Background: an optimization exercise with open tools, aiming at small area, a short achievable clock period and few clock cycles. Do not read the settings as production practice.
The RTL was checked by simulation tests, not by an equivalence proof against the original design.
Power and IR drop assume default switching activity.

==> flow/design.v <==
module alu (
    input  logic [3:0]  alusel,    
    input  logic        sub,
    input  logic [31:0] a, b,      
    output logic [31:0] out,
    output logic        eq
);
logic [33:0] sum;
always_comb begin
    sum = {1'b0, a, 1'b1} + {1'b0, b, sub};
    out = ({32{alusel[0]}} & sum[32:1])
        | ({32{alusel[1]}} & (a & b))
        | ({32{alusel[2]}} & (a | b))
        | ({32{alusel[3]}} & {31'b0, ~sum[33]});
    eq  = (a == b);
end
endmodule
module ALUcontrol (
    input  logic [31:0] instr,
    output logic [3:0]  alusel,
    output logic        sub
);
wire [5:0] op = instr[31:26];
wire [5:0] fn = instr[5:0];
always_comb begin
    alusel = 4'b0001;                
    sub    = 1'b0;
    if (op == 6'h00) begin
        case (fn)
            6'h20: alusel = 4'b0001;               
            6'h22: begin alusel = 4'b0001; sub = 1'b1; end  
            6'h25: alusel = 4'b0100;               
            6'h2A: begin alusel = 4'b1000; sub = 1'b1; end  
            default: alusel = 4'b0010;             
        endcase
    end
end
endmodule
module pc (
    input  logic [9:0] F,
    input  logic [9:0] offset,
    output logic [9:0] inc,
    output logic [9:0] tgt
);
always_comb begin
    inc = F + 10'd1;
    tgt = F + 10'd1 + offset;
end
endmodule
module instmem (
    input  logic        clk, rst,
    input  logic        load,       
    input  logic        squash,     
    input  logic [31:0] mem_data,
    output logic [31:0] inst,
    output logic        valid
);
always_ff @(posedge clk) begin
    if (rst)          valid <= 1'b0;
    else if (squash)  valid <= valid & ~load;
    else if (load)    valid <= 1'b1;
end
always_ff @(posedge clk) begin
    if (load) inst <= mem_data;
end
endmodule
module regmem (
    input  logic        clk, rst,
    input  logic [31:0] R_sel1, R_sel2,    
    input  logic [4:0]  W_reg,
    input  logic        regWrite,
    input  logic [31:0] W_data,
    output logic [31:0] R_data1, R_data2
);
logic [32*32-1:0] mem_array;
logic rst_q;
always_ff @(posedge clk) rst_q <= rst;
wire  [31:0] wd = rst_q ? 32'd0 : W_data;
genvar g;
generate
    for (g = 0; g < 32; g = g + 1) begin : regs
        wire en = rst_q | (regWrite && (W_reg == g));
        always_ff @(posedge clk) begin : RegMem
            if (en)
                mem_array[32*g +: 32] <= wd;
        end
    end
endgenerate
always_comb begin : RegRead
    R_data1 = 32'd0;
    R_data2 = 32'd0;
    for (int i = 0; i < 32; i++) begin
        R_data1 = R_data1 | ({32{R_sel1[i]}} & mem_array[32*i +: 32]);
        R_data2 = R_data2 | ({32{R_sel2[i]}} & mem_array[32*i +: 32]);
    end
end
endmodule
module datapath (
    input  logic        clk,rst,
    output logic [9:0]  imem_addr,
    input  logic [31:0] imem_data,
    output logic [9:0]  d_addr,
    output logic        d_wr,
    output logic [31:0] d_wdata,
    input  logic [31:0] d_rdata
);
logic [9:0]  F;
assign imem_addr = F;
logic [31:0] IR;
logic        id_v;
logic        id_we, id_lw, id_sw, id_beq, id_j, id_use_rs, id_use_rt, id_imm_b;
logic [3:0]  id_alusel;
logic        id_sub;
logic [4:0]  id_wa;
controlunit ControlUnit (
    .instr(IR),
    .we(id_we), .lw(id_lw), .sw(id_sw), .beq(id_beq), .j(id_j),
    .use_rs(id_use_rs), .use_rt(id_use_rt), .imm_b(id_imm_b),
    .wa(id_wa)
);
ALUcontrol ALUControl (
    .instr(IR),
    .alusel(id_alusel),
    .sub(id_sub)
);
wire [4:0]  rs = IR[25:21];
wire [4:0]  rt = IR[20:16];
wire [31:0] imm = {{16{IR[15]}}, IR[15:0]};
logic        m_we, m_lw;
logic [4:0]  m_wa;
logic [31:0] m_res;
wire  [31:0] m_wdata = m_lw ? d_rdata : m_res;
logic [31:0] rf_a, rf_b;
logic [31:0] rsel_a, rsel_b;    
regmem Registers (
    .clk(clk), .rst(rst),
    .R_sel1(rsel_a), .R_sel2(rsel_b),
    .W_reg(m_wa), .regWrite(m_we), .W_data(m_wdata),
    .R_data1(rf_a), .R_data2(rf_b)
);
logic        ex_v, ex_we, ex_lw, ex_sw, ex_beq, ex_pred, ex_sub;
logic [31:0] alu_out;
logic [3:0]  ex_alusel;
logic [4:0]  ex_wa;
logic [31:0] ex_a, ex_b;
logic [9:0]  ex_imm, ex_alt;
wire ex_wr = ex_v & ex_we;
wire stall = id_v & ex_v & ex_lw &
             ((id_use_rs & (ex_wa == rs)) | (id_use_rt & (ex_wa == rt)));
wire fwd_ex_a = ex_wr & ~ex_lw & (ex_wa == rs);
wire fwd_ex_b = ex_wr & ~ex_lw & (ex_wa == rt);
logic id_fma, id_fmb;
logic ex_j, ex_lost;
logic mis, lost_beq, lost_j, eq;
wire        pred = id_beq & (IR[15] | (rs == rt));
logic [9:0] f_inc, f_tgt, f_tgt_ex;
pc InstructionFetch (
    .F(F), .offset(IR[9:0]), .inc(f_inc), .tgt(f_tgt)
);
pc LostTarget (
    .F(F), .offset(ex_imm), .inc(), .tgt(f_tgt_ex)
);
always_ff @(posedge clk) begin
    if (rst) F <= 10'd0;
    else if (mis)      F <= ex_alt;
    else if (lost_beq) F <= eq ? f_tgt_ex : f_inc;
    else if (lost_j)   F <= ex_alt;
    else if (!stall) begin
        if (id_v & id_j)         F <= IR[9:0];
        else if (id_v & pred)    F <= f_tgt;
        else                     F <= f_inc;
    end
end
instmem InstructionMemory (
    .clk(clk), .rst(rst),
    .load(!stall), .squash(mis),
    .mem_data(imem_data),
    .inst(IR), .valid(id_v)
);
always_ff @(posedge clk) begin
    if (rst) ex_v <= 1'b0;
    else     ex_v <= id_v & ~stall;
end
always_ff @(posedge clk) begin
    begin
        ex_we     <= id_we;
        ex_lw     <= id_lw;
        ex_sw     <= id_sw;
        ex_beq    <= id_beq;
        ex_pred   <= pred;
        ex_sub    <= id_sub;
        ex_alusel <= id_alusel;
        ex_wa     <= id_wa;
        ex_imm    <= IR[9:0];
        ex_j      <= id_j;
        ex_lost   <= mis;
        ex_alt    <= id_j ? IR[9:0] : (pred ? f_inc : f_tgt);
        ex_a      <= fwd_ex_a ? alu_out : (id_fma ? m_wdata : rf_a);
        ex_b      <= id_imm_b ? imm : ((fwd_ex_b ? alu_out : (id_fmb ? m_wdata : rf_b)) ^ {32{id_sub}});
    end
end
wire [4:0] nx_rs = imem_data[25:21];
wire [4:0] nx_rt = imem_data[20:16];
always_ff @(posedge clk) begin
    id_fma <= ex_wr & (stall ? (ex_wa == rs) : (ex_wa == nx_rs));
    id_fmb <= ex_wr & (stall ? (ex_wa == rt) : (ex_wa == nx_rt));
end
wire [4:0] sel_rs = stall ? rs : nx_rs;
wire [4:0] sel_rt = stall ? rt : nx_rt;
always_ff @(posedge clk) begin
    rsel_a <= 32'd1 << sel_rs;
    rsel_b <= 32'd1 << sel_rt;
end
alu ALU (
    .alusel(ex_alusel), .sub(ex_sub),
    .a(ex_a), .b(ex_b),
    .out(alu_out), .eq(eq)
);
always_comb begin
    mis      = ex_v & ex_beq & ~ex_lost & (eq ^ ex_pred);
    lost_beq = ex_v & ex_beq &  ex_lost;
    lost_j   = ex_v & ex_j   &  ex_lost;
end
always_ff @(posedge clk) begin
    if (rst) begin
        m_we <= 1'b0;
        d_wr <= 1'b0;
    end else begin
        m_we <= ex_v & ex_we;
        d_wr <= ex_v & ex_sw;
    end
end
always_ff @(posedge clk) begin
    m_lw    <= ex_lw;
    m_wa    <= ex_wa;
    m_res   <= alu_out;
    d_addr  <= ex_a[9:0] + ex_imm;
    d_wdata <= ex_b;
end
endmodule
module controlunit (
    input  logic [31:0] instr,
    output logic        we,       
    output logic        lw, sw, beq, j,
    output logic        use_rs, use_rt,
    output logic        imm_b,    
    output logic [4:0]  wa
);
localparam logic [5:0] RType = 6'h00;
localparam logic [5:0] ADDI  = 6'h08;
localparam logic [5:0] LW    = 6'h23;
localparam logic [5:0] SW    = 6'h2B;
localparam logic [5:0] BEQ   = 6'h04;
localparam logic [5:0] JMP   = 6'h02;
wire [5:0] op = instr[31:26];
wire rtype = (op == RType);
wire addi  = (op == ADDI);
always_comb begin
    lw     = (op == LW);
    sw     = (op == SW);
    beq    = (op == BEQ);
    j      = (op == JMP);
    we     = rtype | addi | lw;
    use_rs = rtype | addi | lw | sw | beq;
    use_rt = rtype | sw | beq;
    imm_b  = addi;
    wa     = rtype ? instr[15:11] : instr[20:16];
end
endmodule
module mips (
    input  logic        clk,rst,
    output logic [9:0]  imem_addr,
    input  logic [31:0] imem_data,
    output logic [9:0]  d_addr,
    output logic        d_wr,
    output logic [31:0] d_wdata,
    input  logic [31:0] d_rdata
);
datapath Datapath(.*);
endmodule
export LEC_CHECK = 0
export ABC_CLOCK_PERIOD_IN_PS = 3000
export CAP_MARGIN = 20
export CORE_MARGIN = 2
export CORE_UTILIZATION = 40
export CTS_CLUSTER_DIAMETER = 100
export CTS_CLUSTER_SIZE = 20
export PLACE_DENSITY = 0.6
export SLEW_MARGIN = 20
create_clock -name core_clock -period 10.0 [get_ports {clk}]
standard.sh (not shown) runs the stock make flow with config.mk's settings and CLKGATE_MAP_FILE= SYNTH_SCRIPT=/design/flow/synth_recipe.tcl, a recipe that flattens the netlist after the stock synthesis.
==> flow/flow/run.sh <==
#!/bin/bash
set -euo pipefail
bash standard.sh SETUP_SLACK_MARGIN=6.85 "BUFFER_PORTS_ARGS=-buffer_cell sky130_fd_sc_hd__buf_2" finish > standard_flow.log 2>&1
Testbench counts at the start, summed over its fixed seeds: cycles 106,009.
Then changed:
--- a/flow/design.v
+++ b/flow/design.v
@@ -102,13 +102,14 @@
     output logic [9:0]  d_addr,
     output logic        d_wr,
     output logic [31:0] d_wdata,
     input  logic [31:0] d_rdata
 );
 logic [9:0]  F;
-assign imem_addr = F;
+logic [9:0]  F_n;
+assign imem_addr = ~F_n;
 logic [31:0] IR;
 logic        id_v;
 logic        id_we, id_lw, id_sw, id_beq, id_j, id_use_rs, id_use_rt, id_imm_b;
 logic [3:0]  id_alusel;
 logic        id_sub;
 logic [4:0]  id_wa;
@@ -157,21 +158,29 @@
 pc InstructionFetch (
     .F(F), .offset(IR[9:0]), .inc(f_inc), .tgt(f_tgt)
 );
 pc LostTarget (
     .F(F), .offset(ex_imm), .inc(), .tgt(f_tgt_ex)
 );
-always_ff @(posedge clk) begin
-    if (rst) F <= 10'd0;
-    else if (mis)      F <= ex_alt;
-    else if (lost_beq) F <= eq ? f_tgt_ex : f_inc;
-    else if (lost_j)   F <= ex_alt;
-    else if (!stall) begin
-        if (id_v & id_j)         F <= IR[9:0];
-        else if (id_v & pred)    F <= f_tgt;
-        else                     F <= f_inc;
+logic [9:0] F_d;
+always_comb begin
+    if (mis)           F_d = ex_alt;
+    else if (lost_beq) F_d = eq ? f_tgt_ex : f_inc;
+    else if (lost_j)   F_d = ex_alt;
+    else if (stall)    F_d = F;
+    else if (id_v & id_j)  F_d = IR[9:0];
+    else if (id_v & pred)  F_d = f_tgt;
+    else                   F_d = f_inc;
+end
+always_ff @(posedge clk) begin
+    if (rst) begin
+        F   <= 10'd0;
+        F_n <= 10'h3FF;
+    end else begin
+        F   <= F_d;
+        F_n <= ~F_d;
     end
 end
 instmem InstructionMemory (
     .clk(clk), .rst(rst),
     .load(!stall), .squash(mis),
     .mem_data(imem_data),
Outcome: Sequential power rises slightly. Cell count is about the same. Routed wire length shrinks slightly. Power barely changes. Via count drops slightly. Clock skew went up by 0.0072 ns. Design area rises slightly. Die area came out higher slightly. Hold slack stays flat. Synthesized area increases slightly. Synthesized cell count is about the same. Non-clock buffer count is unchanged.
Testbench counts after the change, summed over its fixed seeds: cycles 106,009.

[afterwards: timing with drivers on the ports]
How much do the figures lean on ideal ports? The routed layouts below were timed once more, with nothing changed but the port constraints. Step 1, drivers: a clkbuf_16 drives clk and a buf_2 each remaining input, both assumed. Step 2 times the ports against the registers' clock, not the clock port: input delays grow and output delays shrink by t, the midpoint of the rising clock arrivals with the driver on. a / b / c = ideal ports / drivers / drivers and shift; a / b = the first two.
run | t (ns) | setup slack, ns | worst setup path at the end
the first run | 0.823 | 6.741 / 6.653 / 6.195 | input to register
the second run | 0.812 | 6.604 / 6.604 / 6.225 | input to register
After both steps setup and hold are still met in every run listed. The setup slack of the first run, which loses most, moves by -0.088 ns with the drivers and by -0.546 ns with both steps.
